Context: an optimization exercise on an open-source flow, tuned for small area. The choices shown serve that exercise and are no tape-out recipe.
Only simulation tests tie the RTL to the original design; equivalence was not proved.
Power figures rest on the tool's default switching activity, not on a simulated workload.

## the reference run
==> flow/design.v <==
module SevenHexDecoder(
	input [3:0] i_hex,
	input i_on,
	output [6:0] o_seven_ten,
	output [6:0] o_seven_one
);
	localparam [111:0] ONES = {
		7'b0010010, 7'b0011001, 7'b0110000, 7'b0100100, 7'b1111001, 7'b1000000,
		7'b0010000, 7'b0000000, 7'b1011000, 7'b0000010, 7'b0010010, 7'b0011001,
		7'b0110000, 7'b0100100, 7'b1111001, 7'b1000000
	};
	wire ten = i_hex[3] & (i_hex[2] | i_hex[1]);
	wire [6:0] one = ONES[i_hex * 7 +: 7];
	assign o_seven_ten = i_on ? {1'b1, ten, ten, ten, 1'b0, 1'b0, ten} : 7'h7f;
	assign o_seven_one = i_on ? one : 7'h7f;
endmodule
module Debounce(
	input i_in,
	input i_clk,
	input i_rst,
	output o_neg
);
	logic       deb_r;
	logic [2:0] cnt_r;
	logic       neg_r;
	wire        flip = (cnt_r == 3'd0);
	assign o_neg = neg_r;
	always_ff @(posedge i_clk) begin
		if (i_rst) begin
			deb_r <= 1'b1;
			cnt_r <= 3'd7;
			neg_r <= 1'b0;
		end else begin
			deb_r <= deb_r ^ flip;
			cnt_r <= (i_in != deb_r) ? cnt_r - 3'd1 : 3'd7;
			neg_r <= deb_r & flip;
		end
	end
endmodule
module RngGen(
    input i_clk,
    input i_rst,
    output [3:0] o_rnd
);
    reg [3:0]  counter;
    reg [19:0] state;
    reg [2:0]  carry;
    wire [19:0] nxt;
    wire [2:0]  carry_nxt;
    RngMul mul(.x(state), .ci(carry), .y(nxt), .co(carry_nxt));
    always @(posedge i_clk) begin
        carry <= carry_nxt;
        if (i_rst) begin
            state <= '0;
            counter <= '0;
        end else if (counter == 4'd9) begin
            state <= nxt;
            counter <= '0;
        end else
            counter <= counter + 4'd1;
    end
    assign o_rnd = state[19:16];
endmodule
module RngMul(
    input  [19:0] x,
    input  [2:0]  ci,
    output [19:0] y,
    output [2:0]  co
);
    localparam SPLIT_R1 = 12, SPLIT_T1 = 14, SPLIT_Y = 14;
    wire [19:0] r1, r2, s;
    wire [20:0] c1, c2, c3, c4, c5;
    genvar i;
    assign r1[3:0] = x[3:0];
    assign c1[4] = 1'b0;
    for (i = 4; i < 20; i = i + 1) begin : g_r1
        wire cin = (i == SPLIT_R1) ? ci[0] : c1[i];
        assign r1[i]   = x[i] ^ x[i-4] ^ cin;
        assign c1[i+1] = (x[i] & x[i-4]) | (cin & (x[i] ^ x[i-4]));
    end
    assign r2[11:0] = r1[11:0];
    assign c2[12] = 1'b0;
    for (i = 12; i < 20; i = i + 1) begin : g_r2
        assign r2[i]   = r1[i] ^ x[i-12] ^ c2[i];
        assign c2[i+1] = (r1[i] & x[i-12]) | (c2[i] & (r1[i] ^ x[i-12]));
    end
    assign s[17:0] = r2[17:0];
    assign c3[18] = 1'b1;
    for (i = 18; i < 20; i = i + 1) begin : g_s
        assign s[i]    = r2[i] ^ ~x[i-18] ^ c3[i];
        assign c3[i+1] = (r2[i] & ~x[i-18]) | (c3[i] & (r2[i] ^ ~x[i-18]));
    end
    wire [19:0] t1;
    assign t1[0] = ~s[0];
    assign c4[1] = s[0];
    assign t1[1] = s[1] ^ c4[1];
    assign c4[2] = s[1] & c4[1];
    for (i = 2; i < 20; i = i + 1) begin : g_t1
        wire cin = (i == SPLIT_T1) ? ci[1] : c4[i];
        assign t1[i]   = s[i] ^ s[i-2] ^ cin;
        assign c4[i+1] = (s[i] & s[i-2]) | (cin & (s[i] ^ s[i-2]));
    end
    assign y[4:0] = t1[4:0];
    assign c5[5] = 1'b1;
    for (i = 5; i < 20; i = i + 1) begin : g_y
        wire cin = (i == SPLIT_Y) ? ci[2] : c5[i];
        assign y[i]    = t1[i] ^ ~s[i-5] ^ cin;
        assign c5[i+1] = (t1[i] & ~s[i-5]) | (cin & (t1[i] ^ ~s[i-5]));
    end
    assign co = {c5[SPLIT_Y], c4[SPLIT_T1], c1[SPLIT_R1]};
endmodule
module Top(
    input i_clk,
    input i_rst,
    input i_start,
    output [3:0] o_random_out,
    output o_led_on
);
    reg [4:0]  phase;
    reg [15:0] s_clock;
    reg [3:0]  cur_number;
    wire [3:0] random;
    RngGen rngGen(
        .i_clk(i_clk),
        .i_rst(i_rst),
        .o_rnd(random)
    );
    wire idle  = phase[4] & phase[3] & (phase[2] | phase[1]);
    wire blink = phase[4] & ~idle;
    localparam [255:0] ROLL_END = {
        16'd47880, 16'd42561, 16'd37836, 16'd33633,
        16'd29898, 16'd26577, 16'd23625, 16'd21006,
        16'd18675, 16'd16605, 16'd14760, 16'd13122,
        16'd11664, 16'd10368, 16'd9216,  16'd8192
    };
    wire [15:0] tick_len = phase[4] ? 16'd32768 : ROLL_END[{phase[3:0], 4'd0} +: 16];
    wire tick_ended = &(s_clock | ~tick_len);
    wire tick_done  = ~idle & tick_ended;
    always @(posedge i_clk)
        s_clock <= (i_start | tick_done) ? 16'd0 : s_clock + 16'd1;
    always @(posedge i_clk) begin
        if (i_rst) begin
            phase <= 5'd26;
            cur_number <= '0;
        end else if (i_start) begin
            phase <= 5'd0;
        end else if (tick_done) begin
            phase <= phase + 5'd1;
            if (!phase[4])
                cur_number <= random;
        end
    end
    assign o_random_out = cur_number;
    assign o_led_on = ~(blink & phase[0]);
endmodule
module lab1_chip(
	input        clk,
	input        rst,
	input        key0,
	output [6:0] hex0,
	output [6:0] hex1
);
	logic keydown;
	logic [3:0] random_value;
	wire led_on;
	Debounce deb0(
		.i_in(key0),
		.i_clk(clk),
		.i_rst(rst),
		.o_neg(keydown)
	);
	Top top0(
		.i_clk(clk),
		.i_rst(rst),
		.i_start(keydown),
		.o_random_out(random_value),
		.o_led_on(led_on)
	);
	SevenHexDecoder seven_dec0(
		.i_hex(random_value),
		.i_on(led_on),
		.o_seven_ten(hex1),
		.o_seven_one(hex0)
	);
endmodule
Settings: LEC_CHECK=0, ABC_AREA=1, CAP_MARGIN=20, CORE_MARGIN=2, CORE_UTILIZATION=40, SLEW_MARGIN=20; clock period 7.0 ns.
standard.sh (not shown) runs the stock make flow with config.mk's settings and CLKGATE_MAP_FILE= SYNTH_SCRIPT=/design/flow/synth_recipe.tcl, a recipe that flattens the netlist after the stock synthesis.
==> flow/flow/run.sh <==
#!/bin/bash
# Own layout flow: the standard synthesis, then its combinational logic re-optimised for
# area (full adders in the polarity that needs the fewest inverters, then ABC with the
# flip-flops, full adders and tie cells kept as they are and the rest, half adders too,
# remapped), then the standard flow from the floorplan on, with smaller clock-tree and
# port buffers.
set -euo pipefail
W=$PWD
F=$W/flow
R=$W/orfs/results/$FLOW_PLATFORM/lab1_chip/base
LIB=$FLOW_HOME/platforms/sky130hd/lib/sky130_fd_sc_hd__tt_025C_1v80.lib
YOSYS=$FLOW_HOME/../tools/install/yosys/bin/yosys
[ -x "$YOSYS" ] || YOSYS=yosys

bash standard.sh synth > $W/run_synth.log 2>&1
cp $R/1_2_yosys.v $W/std_1_2_yosys.v

mkdir -p $W/reopt
python3 $F/libsplit.py $LIB $W/reopt "fa|conb" > $W/run_libsplit.log 2>&1
python3 $F/fapol.py $W/std_1_2_yosys.v $W/reopt/pol.v > $W/run_fapol.log 2>&1

DU=$(grep -o -- "-dont_use [A-Za-z0-9_]*" $W/orfs/logs/$FLOW_PLATFORM/lab1_chip/base/1_2_yosys.log | sort -u | tr '\n' ' ')
cat > $W/reopt/reopt.ys <<EOF
read_liberty -lib $W/reopt/box.lib
read_liberty -ignore_miss_func $W/reopt/logic.lib
read_verilog $W/reopt/pol.v
hierarchy -top $FLOW_TOP
flatten
opt_clean -purge
abc -liberty $LIB $DU -script "+strash;&get,-n;&deepsyn,-T,30;&put;&get,-n;&dch,-f;&nf,-R,1000,-a;&put"
opt_clean -purge
hilomap -singleton -hicell sky130_fd_sc_hd__conb_1 HI -locell sky130_fd_sc_hd__conb_1 LO
splitnets
opt_clean -purge
stat -liberty $LIB
write_verilog -noattr -nohex -nodec $W/reopt/reopt.v
EOF
$YOSYS -s $W/reopt/reopt.ys > $W/run_reopt.log 2>&1
cp $W/reopt/reopt.v $R/1_2_yosys.v
rm -f $R/1_synth.odb $R/1_synth.sdc

bash standard.sh finish \
  "CTS_ARGS=-sink_clustering_enable -repair_clock_nets -dont_use_dummy_load -buf_list sky130_fd_sc_hd__clkbuf_4" \
  "BUFFER_PORTS_ARGS=-buffer_cell sky130_fd_sc_hd__buf_1" > $W/run_finish.log 2>&1
Other scripts of this flow, unchanged in this note and not shown: flow/flow/fapol.py, flow/flow/libsplit.py
Setup changes, the reference run to the trial run
Settings: CORE_UTILIZATION changed from 40 to 65; PLACE_DENSITY newly set to 0.75.
## What came out
Clock period minus final worst setup slack deteriorates in the trial run relative to the reference run.
Measured against each other, the trial run and the reference run differ in post-placement cell count, the lower figure coming from the trial run.
Sort the trial run and the reference run by total power density per cell area, ascending, and the reference run comes first.
For the switching part of the total, the trial run came in 0.52 points lower than the reference run did.

==> static timing again, ports no longer ideal <==
In the flow no input, the clock included, has a driving cell. The finished layouts below were timed again as built, in two steps. Step 1, drivers: a clkbuf_16 drives clk and a buf_2 each remaining input, both assumed. Step 2 moves the port delays by t, midway between the first and last clock arrival at a register: inputs arrive t later, outputs are due t later. That takes back most of the time a late clock gives input paths. Slacks: ideal / step 1 / step 2; pairs: ideal / step 1.
| run | t, ns | setup WS [ns] | clock arrival spread, ns | slew at the worst register clock pin (ns) |
|---|---|---|---|---|
| the reference run | 0.413 | 0.593 / 0.593 / 0.593 | 0.035 / 0.034 | 0.11 / 0.11 |
| the trial run | 0.411 | 0.572 / 0.572 / 0.572 | 0.018 / 0.018 | 0.09 / 0.09 |
After both steps every run listed still meets setup and hold.
